From an optimization exercise on the open Yosys and OpenROAD flow, aimed at small area; shortcuts taken in it are not production practice. At most, simulation tests tie the RTL to the original design; equivalence was not proved.

==> inputs of run B <==
==> flow/design.v (excerpt) <==
module avr_core (
	input clk,
	input rst,
	output [15:0]pgm_addr,
	input [15:0]pgm_data,
	output [15:0]data_addr,
	output [7:0]data_out,
	output data_write,
	input [7:0]data_in,
	output data_read,
	output [5:0]io_addr,
	output [7:0]io_out,
	output io_write,
	input [7:0]io_in,
	output io_read
	);
mega core(
	.rst(rst),
	.clk(clk),
	.pgm_addr(pgm_addr),
	.pgm_data(pgm_data),
	.data_addr(data_addr),
	.data_out(data_out),
	.data_write(data_write),
	.data_in(data_in),
	.data_read(data_read),
	.io_addr(io_addr),
	.io_out(io_out),
	.io_write(io_write),
	.io_in(io_in),
	.io_read(io_read)
	);
endmodule
Settings: LEC_CHECK=0, CAP_MARGIN=15, CORE_MARGIN=2, CORE_UTILIZATION=40, GPL_TIMING_DRIVEN=0, PLACE_DENSITY=0.75, SLEW_MARGIN=10; clock period 20.0 ns.
standard.sh (not shown) runs the stock make flow with config.mk's settings and CLKGATE_MAP_FILE= SYNTH_SCRIPT=/design/flow/synth_recipe.tcl, a recipe that flattens the netlist after the stock synthesis.
==> flow/flow/run.sh <==
#!/bin/bash
# Own layout flow: the standard flow (standard.sh) with
#  - synthesis mapped by an area-oriented ABC script (flow/synth_area.tcl),
#  - port buffers of the smallest buffer cell,
#  - clock tree from mid-size clock buffers in larger sink clusters, without
#    dummy loads.
# Each tool's full output goes to the ORFS logs under orfs/logs; make's own
# output goes to flow_make.log in the work folder.
set -euo pipefail
W=$(pwd)
bash "$W/standard.sh" \
  "SYNTH_SCRIPT=$W/flow/synth_area.tcl" \
  "BUFFER_PORTS_ARGS=-buffer_cell sky130_fd_sc_hd__buf_1" \
  "CTS_ARGS=-sink_clustering_enable -repair_clock_nets -dont_use_dummy_load -buf_list sky130_fd_sc_hd__clkbuf_4 -sink_clustering_size 10 -sink_clustering_max_diameter 35" \
  finish > "$W/flow_make.log" 2>&1
==> flow/flow/area.abc <==
&get -n
&st
&dch -f
&nf -R 1000 -F 8 -A 4 -p
&put
==> flow/flow/synth_area.tcl <==
# The standard synthesis (synth_recipe.tcl), with the technology mapping of
# the combinational logic done by an area-oriented ABC script (area.abc beside
# this file) in place of ORFS's delay-oriented one. Everything else, and so
# every register's name and cell type, is as in the standard synthesis.
set area_abc_script [file join [file dirname [file normalize [info script]]] area.abc]
proc synth {args} { yosys synth -nofsm -noshare {*}$args }
proc abc {args} {
  set i [lsearch -exact $args -script]
  if { $i >= 0 } {
    lset args [expr {$i + 1}] $::area_abc_script
  }
  yosys abc {*}$args
}
source $::env(SCRIPTS_DIR)/synth.tcl
# left out here: clear keep_hierarchy, flatten, clean up, hide names made inside functions, write 1_2_yosys.v
==> inputs of run K, as changes to run B <==
--- a/flow/design.v
+++ b/flow/design.v
@@ -82,19 +82,26 @@
 wire [7:0]x = i_neg ? 8'h00 : a;
 wire [7:0]y = imm ? K : i_w ? {2'b00, inst[7:6], inst[3:0]} : (i_inc | i_dec) ? 8'h01 : i_neg ? a : b;
 wire [7:0]s8;
 wire [8:0]c8;
 mega_rca #(.W(8)) addsub (.a(x), .b(sub ? ~y : y), .ci(cin ^ sub), .s(s8), .c(c8));
 wire aC = sub ^ c8[8];
 wire aH = sub ^ c8[4];
 wire aV = c8[8] ^ c8[7];
-wire [7:0]wh;
-wire [8:0]whc;
-mega_rca #(.W(8)) addw (.a(rd[15:8]), .b({8{i_sbiw}}), .ci(c8[8]), .s(wh), .c(whc));
+wire [8:0]wt;
+assign wt[0] = c8[8] ^ i_sbiw;
+genvar j;
+generate
+for (j = 0; j < 8; j = j + 1)
+begin : incdec
+	assign wt[j + 1] = wt[j] & (rd[8 + j] ^ i_sbiw);
+end
+endgenerate
+wire [7:0]wh = rd[15:8] ^ wt[7:0];
 wire [15:0]w16 = {wh, s8};
 wire [7:0]bmask = 8'h01 << inst[2:0];
 wire [7:0]bit_src = i_cbi ? io_in : a;
 wire bit_t = i_cbi ? inst[9] : sreg_in[6];
 wire arith = i_sub | i_sbc | i_cp | i_cpc | imm | i_add | i_adc | i_neg | i_inc | i_dec;
 wire logic_op = i_and | i_eor | i_or | i_ori | i_andi;
 wire shift = i_asr | i_lsr | i_ror;
 always @ *
@@ -494,19 +501,19 @@
 		P[3:0] == 4'b1101 | P[3:0] == 4'b1110 | P[3:0] == 4'b1111)) |
 		(P[15:14] == 2'b10 & ~P[12] & ~P[9]);
 wire p_lpm = (p_gld & P[3:2] == 2'b01) | (P[15:5] == 11'b10010101110 & P[3:0] == 4'b1000);
 wire p_lpm_p = p_gld & P[3:2] == 2'b01 & P[0];
 wire [7:0]pgm_byte_sel = (p_lpm_p ? rs1h : reg_rs2[0]) ? pgm_data[15:8] : pgm_data[7:0];
 always @ *
 begin
 	reg_rd = alu_rd;
-	if (st0 & (p_ldmem | p_in)) reg_rd = {8'h00, bus_in};
+	if (st0 & (p_ldmem | p_in)) reg_rd[7:0] = bus_in;
 	if (st1 | st2) reg_rd = ad_sum;
-	if (st2 & p_lpm) reg_rd = {8'h00, pgm_byte_sel};
+	if (st2 & p_lpm) reg_rd[7:0] = pgm_byte_sel;
 end
 assign pgm_addr = (execute & st1 & p_lpm) ? {1'b0, reg_rs2[15:1]} : PC;
 reg [4:0]n_rs1a, n_rs2a, n_rda;
 reg n_reg_rs1m, n_reg_rs2m, n_reg_rdm, n_reg_rdw;
 always @ *
 begin
 	n_rs1a = I[8:4];
 	if (e0 & (muls | immop)) n_rs1a[4] = 1'b1;
==> flow/flow/run.sh (replaced) <==
#!/bin/bash
# Own layout flow: the standard flow (standard.sh) with
#  - synthesis mapped by an area-oriented ABC script (flow/synth_area.tcl),
#  - port buffers of the smallest buffer cell,
set -euo pipefail
W=$(pwd)
bash "$W/standard.sh" \
  "SYNTH_SCRIPT=$W/flow/synth_area.tcl" \
  "BUFFER_PORTS_ARGS=-buffer_cell sky130_fd_sc_hd__buf_1" \
  "CTS_ARGS=-sink_clustering_enable -repair_clock_nets -dont_use_dummy_load -buf_list sky130_fd_sc_hd__clkbuf_4 -sink_clustering_size 10 -sink_clustering_max_diameter 35" \
  finish > "$W/flow_make.log" 2>&1
Settings changed: CORE_UTILIZATION 40 to 50.
==> inputs of run F, as changes to run B <==
--- a/flow/design.v
+++ b/flow/design.v
@@ -17,17 +17,16 @@
 	assign c[i + 1] = (a[i] & b[i]) | (c[i] & (a[i] ^ b[i]));
 end
 endgenerate
 endmodule
 module mega_alu (
 	input [15:0]inst,
 	input [15:0]rd,
 	input [15:0]rr,
-	input [7:0]io_in,
 	output reg [15:0]R,
 	input [7:0]sreg_in,
 	output reg [7:0]sreg_out
 );
 wire [7:0]a = rd[7:0];
 wire [7:0]b = rr[7:0];
 wire [7:0]K = {inst[11:8], inst[3:0]};
 wire i_movw   = inst[15:8] == 8'b00000001;
@@ -59,19 +58,16 @@
 wire i_lsr    = g1op & inst[3:0] == 4'b0110;
 wire i_ror    = g1op & inst[3:0] == 4'b0111;
 wire i_dec    = g1op & inst[3:0] == 4'b1010;
 wire i_sex    = inst[15:8] == 8'b10010100 & inst[3:0] == 4'b1000;
 wire i_adiw   = inst[15:8] == 8'b10010110;
 wire i_sbiw   = inst[15:8] == 8'b10010111;
 wire i_bld    = inst[15:9] == 7'b1111100 & ~inst[3];
 wire i_bst    = inst[15:9] == 7'b1111101 & ~inst[3];
-wire i_cbi    = inst[15:10] == 6'b100110 & ~inst[8];
-wire i_pass   = (inst[15:9] == 7'b1001001) | (inst[15:14] == 2'b10 & ~inst[12] & inst[9]) |
-		(inst[15:11] == 5'b10111);
 wire i_mulall = i_muls | i_mulx | i_mul;
 wire i_frac   = i_mulx & (inst[7] | inst[3]);
 wire sgn_a    = i_muls | i_mulx & (inst[7] | ~inst[3]);
 wire sgn_b    = i_muls | i_mulx & inst[7] & ~inst[3];
 wire i_w      = i_adiw | i_sbiw;
 wire [15:0]prod;
 mega_mul mul (.a(a), .b(b), .sa(sgn_a), .sb(sgn_b), .p(prod));
 wire [15:0]mres = i_frac ? {prod[14:0], 1'b0} : prod;
@@ -87,18 +83,16 @@
 wire aC = sub ^ c8[8];
 wire aH = sub ^ c8[4];
 wire aV = c8[8] ^ c8[7];
 wire [7:0]wh;
 wire [8:0]whc;
 mega_rca #(.W(8)) addw (.a(rd[15:8]), .b({8{i_sbiw}}), .ci(c8[8]), .s(wh), .c(whc));
 wire [15:0]w16 = {wh, s8};
 wire [7:0]bmask = 8'h01 << inst[2:0];
-wire [7:0]bit_src = i_cbi ? io_in : a;
-wire bit_t = i_cbi ? inst[9] : sreg_in[6];
 wire arith = i_sub | i_sbc | i_cp | i_cpc | imm | i_add | i_adc | i_neg | i_inc | i_dec;
 wire logic_op = i_and | i_eor | i_or | i_ori | i_andi;
 wire shift = i_asr | i_lsr | i_ror;
 always @ *
 begin
 	R = 16'h0000;
 	if (arith) R[7:0] = s8;
 	if (i_and) R[7:0] = a & b;
@@ -107,18 +101,17 @@
 	if (i_ori) R[7:0] = a | K;
 	if (i_andi) R[7:0] = a & K;
 	if (i_com) R[7:0] = ~a;
 	if (i_mov) R[7:0] = b;
 	if (i_movw) R = rr;
 	if (i_ldi) R[7:0] = K;
 	if (i_swap) R[7:0] = {a[3:0], a[7:4]};
 	if (shift) R[7:0] = {i_asr ? a[7] : i_ror ? sreg_in[0] : 1'b0, a[7:1]};
-	if (i_bld | i_cbi) R[7:0] = bit_t ? (bit_src | bmask) : (bit_src & ~bmask);
-	if (i_pass) R[7:0] = a;
+	if (i_bld) R[7:0] = sreg_in[6] ? (a | bmask) : (a & ~bmask);
 	if (i_mulall) R = mres;
 	if (i_w) R = w16;
 end
 wire z8 = R[7:0] == 8'h00;
 wire z16 = z8 & (R[15:8] == 8'h00);
 always @ *
 begin
 	sreg_out = sreg_in;
@@ -283,19 +276,21 @@
 wire s113 = sa ^ c112;
 assign p = {s113, s111, s109, s107, s105, s103, s101, s99, s97, s95, s93, s91, s89, s87, s85, (a[0] & b[0])};
 endmodule
 `timescale 1ns / 1ps
 module mega_regs (
 	input clk,
 	input [3:0]rs1i,	 
 	input rs1h,		 
+	input rs1m,		 
 	output [15:0]rs1,
 	input [3:0]rs2i,
 	input rs2h,
+	input rs2m,
 	output [15:0]rs2,
 	input [3:0]rdi,		 
 	input rdwl,		 
 	input rdwh,		 
 	input rdm,		 
 	input [15:0]rd
 	);
 reg [7:0]REGL[0:15];
@@ -320,18 +315,18 @@
 	for (i = 0; i < 16; i = i + 1)
 	begin
 		l1 = l1 | (REGL[i] & {8{rs1i == i}});
 		h1 = h1 | (REGH[i] & {8{rs1i == i}});
 		l2 = l2 | (REGL[i] & {8{rs2i == i}});
 		h2 = h2 | (REGH[i] & {8{rs2i == i}});
 	end
 end
-assign rs1 = {h1, rs1h ? h1 : l1};
-assign rs2 = {h2, rs2h ? h2 : l2};
+assign rs1 = {rs1m ? h1 : 8'h00, rs1h ? h1 : l1};
+assign rs2 = {rs2m ? h2 : 8'h00, rs2h ? h2 : l2};
 endmodule
 `timescale 1ns / 1ps
 module mega (
 	input rst,
 	input clk,
 	output [15:0]pgm_addr,
 	input [15:0]pgm_data,
 	output [15:0]data_addr,
@@ -340,59 +335,62 @@
 	input [7:0]data_in,
 	output data_read,
 	output [5:0]io_addr,
 	output [7:0]io_out,
 	output io_write,
 	input [7:0]io_in,
 	output io_read
 	);
+reg cnt_rst;
 reg [15:0]PC;
 reg [1:0]state_cnt;
 reg skip_next_clock;
 reg [15:0]pgm_data_registered;
 reg [3:0]rs1i;
 reg rs1h;
+reg reg_rs1m;
 reg [3:0]rs2i;
 reg rs2h;
+reg reg_rs2m;
 reg [3:0]rdi;
 reg rdwl;
 reg rdwh;
 reg reg_rdm;
 reg [15:0]data_addr_int;
 reg [7:0]data_out_int;
 reg data_write_int;
 reg data_read_int;
+reg [5:0]io_addr_int;
 reg io_write_int;
 reg io_read_int;
 reg [7:0]SREG;
 reg [15:0]SP;
+reg lsb_lpm_r_p_reg;
 wire [15:0]reg_rs1;
 wire [15:0]reg_rs2;
 reg [15:0]reg_rd;
 wire [15:0]alu_rd;
 wire [7:0]sreg_out;
 assign data_addr = data_addr_int;
 assign data_out = data_out_int;
 assign data_write = data_write_int;
 assign data_read = data_read_int;
+assign io_addr = io_addr_int;
 assign io_out = data_out_int;	 
 assign io_write = io_write_int;
 assign io_read = io_read_int;
 wire [15:0]P = pgm_data_registered;
-wire p_iobit = P[15:10] == 6'b100110;
-wire [5:0]io_addr_int = p_iobit ? {1'b0, P[7:3]} : {P[10:9], P[3:0]};
-assign io_addr = io_addr_int;
 wire p_in = P[15:11] == 5'b10110;
 wire [7:0]bus_ext = p_in ? io_in : data_in;
 wire bus_spl = p_in ? (io_addr_int == 6'h3D) : (data_addr_int == 16'h005D);
 wire bus_sph = p_in ? (io_addr_int == 6'h3E) : (data_addr_int == 16'h005E);
 wire bus_sreg = p_in ? (io_addr_int == 6'h3F) : (data_addr_int == 16'h005F);
 wire [7:0]bus_in = bus_spl ? SP[7:0] : bus_sph ? SP[15:8] : bus_sreg ? SREG : bus_ext;
-wire execute = ~skip_next_clock;
+wire execute = ~skip_next_clock & ~cnt_rst;
 wire st0 = state_cnt == 2'd0;
 wire st1 = state_cnt == 2'd1;
 wire st2 = state_cnt == 2'd2;
 wire st3 = state_cnt == 2'd3;
 wire [15:0]I = (st0 & ~skip_next_clock) ? pgm_data : pgm_data_registered;
 wire gld  = I[15:9] == 7'b1001000;
 wire gst  = I[15:9] == 7'b1001001;
 wire g1op = I[15:9] == 7'b1001010;
@@ -490,17 +488,17 @@
 wire [16:0]ad_c;
 mega_rca #(.W(16)) ad_add (.a(ad_a), .b(ad_off), .ci(1'b0), .s(ad_sum), .c(ad_c));
 wire p_gld = P[15:9] == 7'b1001000;
 wire p_ldmem = (p_gld & (P[3:0] == 4'b0000 | P[2:0] == 3'b001 | P[2:0] == 3'b010 | P[3:0] == 4'b1100 |
 		P[3:0] == 4'b1101 | P[3:0] == 4'b1110 | P[3:0] == 4'b1111)) |
 		(P[15:14] == 2'b10 & ~P[12] & ~P[9]);
 wire p_lpm = (p_gld & P[3:2] == 2'b01) | (P[15:5] == 11'b10010101110 & P[3:0] == 4'b1000);
 wire p_lpm_p = p_gld & P[3:2] == 2'b01 & P[0];
-wire [7:0]pgm_byte_sel = (p_lpm_p ? rs1h : reg_rs2[0]) ? pgm_data[15:8] : pgm_data[7:0];
+wire [7:0]pgm_byte_sel = (p_lpm_p ? lsb_lpm_r_p_reg : reg_rs2[0]) ? pgm_data[15:8] : pgm_data[7:0];
 always @ *
 begin
 	reg_rd = alu_rd;
 	if (st0 & (p_ldmem | p_in)) reg_rd = {8'h00, bus_in};
 	if (st1 | st2) reg_rd = ad_sum;
 	if (st2 & p_lpm) reg_rd = {8'h00, pgm_byte_sel};
 end
 assign pgm_addr = (execute & st1 & p_lpm) ? {1'b0, reg_rs2[15:1]} : PC;
@@ -533,45 +531,49 @@
 	n_reg_rdw = (e0 & (ldi | movw | mulall | alu1 | alu2 | bld | (immop & ~cpi) | adiw | st_yzp | st_xp | lpm_rp)) |
 		(e1 & (pop | ld_yzp | ld_yzn | st_yzn | ld_xp | ld_xn | st_xn | in_ | lpm_any)) |
 		(e2 & (lds | ldd | ld_yzp | ld_yzn | ld_x | ld_xp | ld_xn));
 end
 always @ (posedge clk or posedge rst)
 begin
 	if(rst)
 	begin
+		cnt_rst <= 1'b1;
 		PC <= 16'h0000;
-		skip_next_clock <= 1'b1;
+		state_cnt <= 2'd0;
 	end
 	else
 	begin
+		cnt_rst <= 1'b0;
 		PC <= pc_next;
-		skip_next_clock <= (e0 & brch & br_take) |
-			(e1 & (cpse | sbrc | sbic) & skip_cond & ~next2w) |
-			(e0 & rjmp) | (e1 & (jmp | ijmp | rcall | call | icall)) | (e3 & (ret | reti));
+		if (e0 & (jmp | ijmp | stack | cpse | sbrc | lds | sts | ldd | std | ptr_yz | ptr_x |
+				out_ | in_ | cbi | sbic | lpm_any))
+			state_cnt <= 2'd1;
+		else if ((e1 & (ret | reti | lds | ldd | ld_yzp | ld_yzn | st_yzn | ld_x | ld_xp | ld_xn | st_xn |
+				lpm_any)) |
+			 (e1 & (cpse | sbrc | sbic) & skip_cond & next2w))
+			state_cnt <= 2'd2;
+		else if (e2 & (ret | reti | cpse | sbrc | sbic))
+			state_cnt <= 2'd3;
+		else
+			state_cnt <= 2'd0;
 	end
 end
 always @ (posedge clk)
 begin
-	if (e0 & (jmp | ijmp | stack | cpse | sbrc | lds | sts | ldd | std | ptr_yz | ptr_x |
-			out_ | in_ | cbi | sbic | lpm_any))
-		state_cnt <= 2'd1;
-	else if ((e1 & (ret | reti | lds | ldd | ld_yzp | ld_yzn | st_yzn | ld_x | ld_xp | ld_xn | st_xn |
-			lpm_any)) |
-		 (e1 & (cpse | sbrc | sbic) & skip_cond & next2w))
-		state_cnt <= 2'd2;
-	else if (e2 & (ret | reti | cpse | sbrc | sbic))
-		state_cnt <= 2'd3;
-	else
-		state_cnt <= 2'd0;
 	pgm_data_registered <= I;
+	skip_next_clock <= (e0 & brch & br_take) |
+		(e1 & (cpse | sbrc | sbic) & skip_cond & ~next2w) |
+		(e0 & rjmp) | (e1 & (jmp | ijmp | rcall | call | icall)) | (e3 & (ret | reti));
 	rs1i <= n_reg_rs1m ? n_rs1a[3:0] : n_rs1a[4:1];
-	rs1h <= (e1 & lpm_rp) ? reg_rs2[0] : ~n_reg_rs1m & n_rs1a[0];
+	rs1h <= ~n_reg_rs1m & n_rs1a[0];
+	reg_rs1m <= n_reg_rs1m;
 	rs2i <= (e0 & icall) ? PC[11:8] : n_reg_rs2m ? n_rs2a[3:0] : n_rs2a[4:1];
 	rs2h <= ~n_reg_rs2m & n_rs2a[0];
+	reg_rs2m <= n_reg_rs2m;
 	rdi <= (e0 & icall) ? PC[15:12] : n_reg_rdm ? n_rda[3:0] : n_rda[4:1];
 	rdwl <= n_reg_rdw & (n_reg_rdm | ~n_rda[0]);
 	rdwh <= n_reg_rdw & (n_reg_rdm | n_rda[0]);
 	reg_rdm <= n_reg_rdm;
 	data_write_int <= sp_dec | (e1 & (std | st_yzp | st_x | st_xp | sts)) | (e2 & (st_yzn | st_xn));
 	data_read_int <= ((e1 | e2) & (ret | reti)) | (e1 & pop) |
 		(e2 & (ldd | ld_yzp | ld_yzn | ld_x | ld_xp | ld_xn | lds));
 	io_write_int <= e1 & (out_ | cbi);
@@ -581,18 +583,22 @@
 	else if (e1 & (rcall | call))
 		data_out_int <= PC[15:8];	 
 	else if (e0 & call)
 		data_out_int <= pc_next[7:0];
 	else if (e1 & icall)
 		data_out_int <= {rdi, rs2i};
 	else if (ret | reti)
 		data_out_int <= bus_in;
+	else if (cbi)
+		data_out_int <= I[9] ? (io_in | (8'h01 << I[2:0])) : (io_in & ~(8'h01 << I[2:0]));
 	else
-		data_out_int <= alu_rd[7:0];	 
+		data_out_int <= reg_rs1[7:0];
+	io_addr_int <= (cbi | sbic) ? {1'b0, I[7:3]} : io_a;
+	lsb_lpm_r_p_reg <= reg_rs2[0];
 end
 always @ (posedge clk)
 begin
 	if (sp_dec | (e1 & pop) | (e2 & (ret | reti)) | (e1 & (ld_yzp | st_yzp | ld_x | st_x | ld_xp | st_xp)))
 		data_addr_int <= ad_a;
 	else if (sp_inc | (e1 & (ldd | std | ld_yzn | st_yzn | ld_xn | st_xn)))
 		data_addr_int <= ad_sum;
 	else if (e1 & (lds | sts))
@@ -609,29 +615,30 @@
 		SP[7:0] <= reg_rs1[7:0];
 	else if ((e1 & sts & (pgm_data == 16'h005E)) | (e1 & out_ & (io_a == 6'h3E)))
 		SP[15:8] <= reg_rs1[7:0];
 end
 mega_alu alu (
 	.inst(pgm_data_registered),
 	.rd(reg_rs1),
 	.rr(reg_rs2),
-	.io_in(io_in),
 	.R(alu_rd),
 	.sreg_in(SREG),
 	.sreg_out(sreg_out)
 );
 mega_regs regs (
 	.clk(clk),
 	.rs1i(rs1i),
 	.rs1h(rs1h),
 	.rs1(reg_rs1),
+	.rs1m(reg_rs1m),
 	.rs2i(rs2i),
 	.rs2h(rs2h),
 	.rs2(reg_rs2),
+	.rs2m(reg_rs2m),
 	.rdi(rdi),
 	.rdwl(rdwl),
 	.rdwh(rdwh),
 	.rd(reg_rd),
 	.rdm(reg_rdm)
 );
 endmodule
 `timescale 1ns / 1ps
--- a/flow/flow/run.sh
+++ b/flow/flow/run.sh
@@ -6,10 +6,10 @@
 #    dummy loads.
 # Each tool's full output goes to the ORFS logs under orfs/logs; make's own
 # output goes to flow_make.log in the work folder.
 set -euo pipefail
 W=$(pwd)
 bash "$W/standard.sh" \
   "SYNTH_SCRIPT=$W/flow/synth_area.tcl" \
   "BUFFER_PORTS_ARGS=-buffer_cell sky130_fd_sc_hd__buf_1" \
-  "CTS_ARGS=-sink_clustering_enable -repair_clock_nets -dont_use_dummy_load -buf_list sky130_fd_sc_hd__clkbuf_4 -sink_clustering_size 10 -sink_clustering_max_diameter 35" \
+  "CTS_ARGS=-sink_clustering_enable -repair_clock_nets -dont_use_dummy_load -buf_list sky130_fd_sc_hd__clkbuf_8 -sink_clustering_size 16 -sink_clustering_max_diameter 50" \
   finish > "$W/flow_make.log" 2>&1
Settings changed: CAP_MARGIN 15 to 10, PLACE_DENSITY 0.75 to default.
==> inputs of run X, as changes to run B <==
--- a/flow/design.v
+++ b/flow/design.v
@@ -82,19 +82,26 @@
 wire [7:0]x = i_neg ? 8'h00 : a;
 wire [7:0]y = imm ? K : i_w ? {2'b00, inst[7:6], inst[3:0]} : (i_inc | i_dec) ? 8'h01 : i_neg ? a : b;
 wire [7:0]s8;
 wire [8:0]c8;
 mega_rca #(.W(8)) addsub (.a(x), .b(sub ? ~y : y), .ci(cin ^ sub), .s(s8), .c(c8));
 wire aC = sub ^ c8[8];
 wire aH = sub ^ c8[4];
 wire aV = c8[8] ^ c8[7];
-wire [7:0]wh;
-wire [8:0]whc;
-mega_rca #(.W(8)) addw (.a(rd[15:8]), .b({8{i_sbiw}}), .ci(c8[8]), .s(wh), .c(whc));
+wire [8:0]wt;
+assign wt[0] = c8[8] ^ i_sbiw;
+genvar j;
+generate
+for (j = 0; j < 8; j = j + 1)
+begin : incdec
+	assign wt[j + 1] = wt[j] & (rd[8 + j] ^ i_sbiw);
+end
+endgenerate
+wire [7:0]wh = rd[15:8] ^ wt[7:0];
 wire [15:0]w16 = {wh, s8};
 wire [7:0]bmask = 8'h01 << inst[2:0];
 wire [7:0]bit_src = i_cbi ? io_in : a;
 wire bit_t = i_cbi ? inst[9] : sreg_in[6];
 wire arith = i_sub | i_sbc | i_cp | i_cpc | imm | i_add | i_adc | i_neg | i_inc | i_dec;
 wire logic_op = i_and | i_eor | i_or | i_ori | i_andi;
 wire shift = i_asr | i_lsr | i_ror;
 always @ *
@@ -494,19 +501,19 @@
 		P[3:0] == 4'b1101 | P[3:0] == 4'b1110 | P[3:0] == 4'b1111)) |
 		(P[15:14] == 2'b10 & ~P[12] & ~P[9]);
 wire p_lpm = (p_gld & P[3:2] == 2'b01) | (P[15:5] == 11'b10010101110 & P[3:0] == 4'b1000);
 wire p_lpm_p = p_gld & P[3:2] == 2'b01 & P[0];
 wire [7:0]pgm_byte_sel = (p_lpm_p ? rs1h : reg_rs2[0]) ? pgm_data[15:8] : pgm_data[7:0];
 always @ *
 begin
 	reg_rd = alu_rd;
-	if (st0 & (p_ldmem | p_in)) reg_rd = {8'h00, bus_in};
+	if (st0 & (p_ldmem | p_in)) reg_rd[7:0] = bus_in;
 	if (st1 | st2) reg_rd = ad_sum;
-	if (st2 & p_lpm) reg_rd = {8'h00, pgm_byte_sel};
+	if (st2 & p_lpm) reg_rd[7:0] = pgm_byte_sel;
 end
 assign pgm_addr = (execute & st1 & p_lpm) ? {1'b0, reg_rs2[15:1]} : PC;
 reg [4:0]n_rs1a, n_rs2a, n_rda;
 reg n_reg_rs1m, n_reg_rs2m, n_reg_rdm, n_reg_rdw;
 always @ *
 begin
 	n_rs1a = I[8:4];
 	if (e0 & (muls | immop)) n_rs1a[4] = 1'b1;
==> flow/flow/run.sh (replaced) <==
#!/bin/bash
# Own layout flow: the standard flow (standard.sh) with
#  - synthesis mapped by an area-oriented ABC script (flow/synth_area.tcl),
#  - port buffers of the smallest buffer cell,
set -euo pipefail
W=$(pwd)
bash "$W/standard.sh" \
  "SYNTH_SCRIPT=$W/flow/synth_area.tcl" \
  "BUFFER_PORTS_ARGS=-buffer_cell sky130_fd_sc_hd__buf_1" \
  "CTS_ARGS=-sink_clustering_enable -repair_clock_nets -dont_use_dummy_load -buf_list sky130_fd_sc_hd__clkbuf_4 -sink_clustering_size 10 -sink_clustering_max_diameter 35" \
  finish > "$W/flow_make.log" 2>&1
==> comparison table <==
item	run B	run K	run F	run X
Avg Cell Area, Syn	9.90 um^2	9.84 um^2	9.81 um^2	9.84 um^2
Critical path's slowest cell	sky130_fd_sc_hd__a221oi_1	sky130_fd_sc_hd__o21ai_4	sky130_fd_sc_hd__a21oi_1	sky130_fd_sc_hd__dfxtp_1
Peak per-stage delay on the critical path	1.07 ns	0.83 ns	0.90 ns	0.57 ns
Met2 wirelength from detailed routing	41.7 mm	40.3 mm	46.2 mm	41.6 mm
Fraction of area in registers	39.3%	40.0%	39.4%	39.6%
Slew of the pin with the lowest slew margin	1.39 ns	1.39 ns	1.36 ns	1.39 ns
Run status	complete, no violations	complete, no violations	complete, no violations	complete, no violations
Count leader, synth	sky130_fd_sc_hd__edfxtp_1	sky130_fd_sc_hd__nand2_1	sky130_fd_sc_hd__nand2_1	sky130_fd_sc_hd__nand2_1
Met1 Routed Length	35.2 mm	34.1 mm	40.8 mm	35.6 mm
Setup clock skew after layout	0.128 ns	0.191 ns	0.122 ns	0.156 ns
Leading cell type in the layout, fill and taps excluded	sky130_fd_sc_hd__edfxtp_1	sky130_fd_sc_hd__nand2_1	sky130_fd_sc_hd__nand2_1	sky130_fd_sc_hd__nand2_1
Fraction of standard cell area in multi-input logic	48.8%	50.1%	48.2%	49.5%
Share of the clock period used by the worst path after layout	95.9%	95.7%	94.4%	96.4%
Core region area	57500 um^2	45400 um^2	57700 um^2	56700 um^2
First-pass GRT wire length	141 mm	137 mm	150 mm	141 mm
Fillers	5454	3969	5592	5321
Share of synthesized cell area in and, or, nand and nor gates	16.5%	17.7%	17.0%	17.7%
Worst setup margin	0.812 ns	0.857 ns	1.12 ns	0.726 ns
Die Outline Area	59800 um^2	47800 um^2	60400 um^2	59500 um^2
Number of different library cells in the post-synthesis netlist	65	67	64	67
Multiplexer share of the synthesized area	3.40%	2.44%	2.45%	2.44%
Ys async rst share	4.72%	4.72%	5.14%	4.72%
Utilization after layout	45.1%	56.0%	45.7%	45.3%
Clock sinks	360	360	370	360
The RTL of run F was laid out without a check of its function.

-- afterwards: timing with drivers on the ports --
The results above use ideal ports. As a check the final layouts listed here were re-extracted and re-timed, cells and wires unchanged. Step 1 sets driving cells, clkbuf_16 on the clock port and buf_2 on the other inputs (assumed; they add their load-dependent delay and slew). Step 2 times the ports against the registers' clock, not the clock port: input delays grow and output delays shrink by t, the midpoint of the rising clock arrivals with the driver on. Slacks: no drivers / after step 1 / after step 2; pairs: no drivers / after step 1.
| run | t (ns) | setup slack, ns | cell pins on the clock port's net |
|---|---|---|---|
| run B | 0.885 | 0.812 / 0.812 / 0.812 | 1 |
| run K | 0.800 | 0.857 / 0.857 / 0.857 | 1 |
| run F | 0.676 | 1.123 / 1.123 / 1.123 | 1 |
| run X | 0.799 | 0.726 / 0.726 / 0.726 | 1 |
After both steps setup and hold are still met in every run listed.
